This design comes from an exercise in tuning for small area and a short achievable clock period on the open sky130 flow, not from production work.
In this exercise RTL edits were held to simulation tests only and were not proved equivalent to the original.
Power is estimated from default activity; no workload was simulated.

Design fir_filter, start of the top module:
module fir_filter (clk, reset, x, y);
  input clk, reset;
  input signed [31:0] x;
  output signed [31:0] y;
  reg [31:0] h0, h1, h2, h3, h4, h5, h6;
  reg [31:0] t0;
  reg [31:0] t1;
  reg [31:0] r0;
  reg [31:0] r1;
  reg [31:0] q0;
  reg [31:0] q1;
  reg [31:0] y_reg;
  wire ts1, tc2;
  fir_fa u_ts1 (.a(h2[0]), .b(~h3[0]), .c(~h5[0]), .s(ts1), .co(tc2));
  wire ts3, tc4;
  fir_fa u_ts3 (.a(h2[0]), .b(h2[1]), .c(h4[0]), .s(ts3), .co(tc4));
  wire ts5, tc6;
  fir_fa u_ts5 (.a(~h3[1]), .b(~h5[1]), .c(tc2), .s(ts5), .co(tc6));
  wire ts7, tc8;
  fir_fa u_ts7 (.a(h2[1]), .b(h2[2]), .c(h4[1]), .s(ts7), .co(tc8));
  wire ts9, tc10;
  fir_fa u_ts9 (.a(h6[0]), .b(~h3[2]), .c(~h5[2]), .s(ts9), .co(tc10));
  wire ts11 = ~(tc4 ^ ts7);
  wire tc12 = tc4 | ts7;
  wire ts13, tc14;
  fir_fa u_ts13 (.a(ts9), .b(ts11), .c(tc6), .s(ts13), .co(tc14));
  wire ts15, tc16;
  fir_fa u_ts15 (.a(h2[2]), .b(h2[3]), .c(h3[0]), .s(ts15), .co(tc16));
  wire ts17 = ~(h4[2] ^ h6[1]);
  wire tc18 = h4[2] | h6[1];
  wire ts19, tc20;
  fir_fa u_ts19 (.a(~h3[3]), .b(~h5[3]), .c(ts17), .s(ts19), .co(tc20));
  wire ts21, tc22;
  fir_fa u_ts21 (.a(tc8), .b(tc10), .c(ts15), .s(ts21), .co(tc22));
  wire ts23, tc24;
  fir_fa u_ts23 (.a(tc12), .b(ts19), .c(ts21), .s(ts23), .co(tc24));
  wire ts25, tc26;
  fir_fa u_ts25 (.a(h2[3]), .b(h2[4]), .c(h3[1]), .s(ts25), .co(tc26));
  wire ts27, tc28;
  fir_fa u_ts27 (.a(h4[3]), .b(h6[2]), .c(~h3[4]), .s(ts27), .co(tc28));
  wire ts29, tc30;
  fir_fa u_ts29 (.a(~h5[4]), .b(tc18), .c(tc16), .s(ts29), .co(tc30));
  wire ts31, tc32;
  fir_fa u_ts31 (.a(ts25), .b(ts27), .c(tc20), .s(ts31), .co(tc32));
  wire ts33, tc34;
  ...
Size in the first run: ~1100 cells after synthesis, about 440 flip-flops.
Settings: LEC_CHECK=0, ABC_CLOCK_PERIOD_IN_PS=2500, CAP_MARGIN=20, CORE_MARGIN=2, CORE_UTILIZATION=40, CTS_BUF_LIST=sky130_fd_sc_hd__clkbuf_16, CTS_CLUSTER_DIAMETER=90, CTS_CLUSTER_SIZE=32, SLEW_MARGIN=20, SYNTH_HIERARCHICAL=1, SYNTH_MINIMUM_KEEP_SIZE=0; clock period 8.0 ns.
standard.sh (not shown) runs the stock make flow with config.mk's settings and CLKGATE_MAP_FILE= SYNTH_SCRIPT=/design/flow/synth_recipe.tcl, a recipe that flattens the netlist after the stock synthesis.
==> flow/flow/run.sh <==
#!/bin/bash
set -euo pipefail
export SETUP_SLACK_MARGIN=5.2
export BUFFER_PORTS_ARGS="-buffer_cell sky130_fd_sc_hd__buf_2"
bash standard.sh > make_finish.log 2>&1
The starting point passed the timing, design-rule and antenna checks.
Then changed:
==> flow/flow/run.sh (replaced) <==
#!/bin/bash
set -euo pipefail
export SETUP_SLACK_MARGIN=5.5
export BUFFER_PORTS_ARGS="-buffer_cell sky130_fd_sc_hd__buf_2"
bash standard.sh > make_finish.log 2>&1
- CORE_UTILIZATION: 40 -> 65
- CTS_CLUSTER_DIAMETER: 90 -> 60
- CTS_CLUSTER_SIZE: 32 -> 24
=>
- hold slack loses 0.010 ns
- power is higher by about a fifth
- worst setup slack loses 0.017 ns
- final cell count is lower by roughly a tenth
- wire length is higher by a few percent
- clock-buffer cell count is higher by 18
- final area is higher by a few percent
- register-to-register slack loses 0.06 ns
- combinational power is higher by roughly a tenth
- first-iteration DRC count is lower by a little under a tenth

[re-timing with driven ports]
In the flow no input, the clock included, has a driving cell. The finished layouts below were timed again as built, in two steps.
Step 1 assumes that a clkbuf_16 drives the clock port and a buf_2 every other input.
Step 2 also shifts input and output timing later by t, the mid clock arrival at the registers, as if the neighbouring blocks saw the same clock.
a / b / c = ideal / step 1 / step 2; a / b = the first two.
run | shift t [ns] | setup slack, ns | hold slack, ns | worst setup path after step 2 | latest minus earliest clock arrival (ns)
the first run | 0.589 | 5.314 / 5.262 / 4.950 | 0.359 / 0.359 / 0.359 | input, reset recovery | 0.022 / 0.022
the second run | 0.571 | 5.297 / 5.244 / 5.110 | 0.349 / 0.349 / 0.349 | input to register | 0.023 / 0.022
After both steps setup and hold are still met in every run listed. For the first run, which loses most, drivers alone change the setup slack by -0.052 ns; drivers and shift together by -0.364 ns. Setup slack includes reset recovery checks.
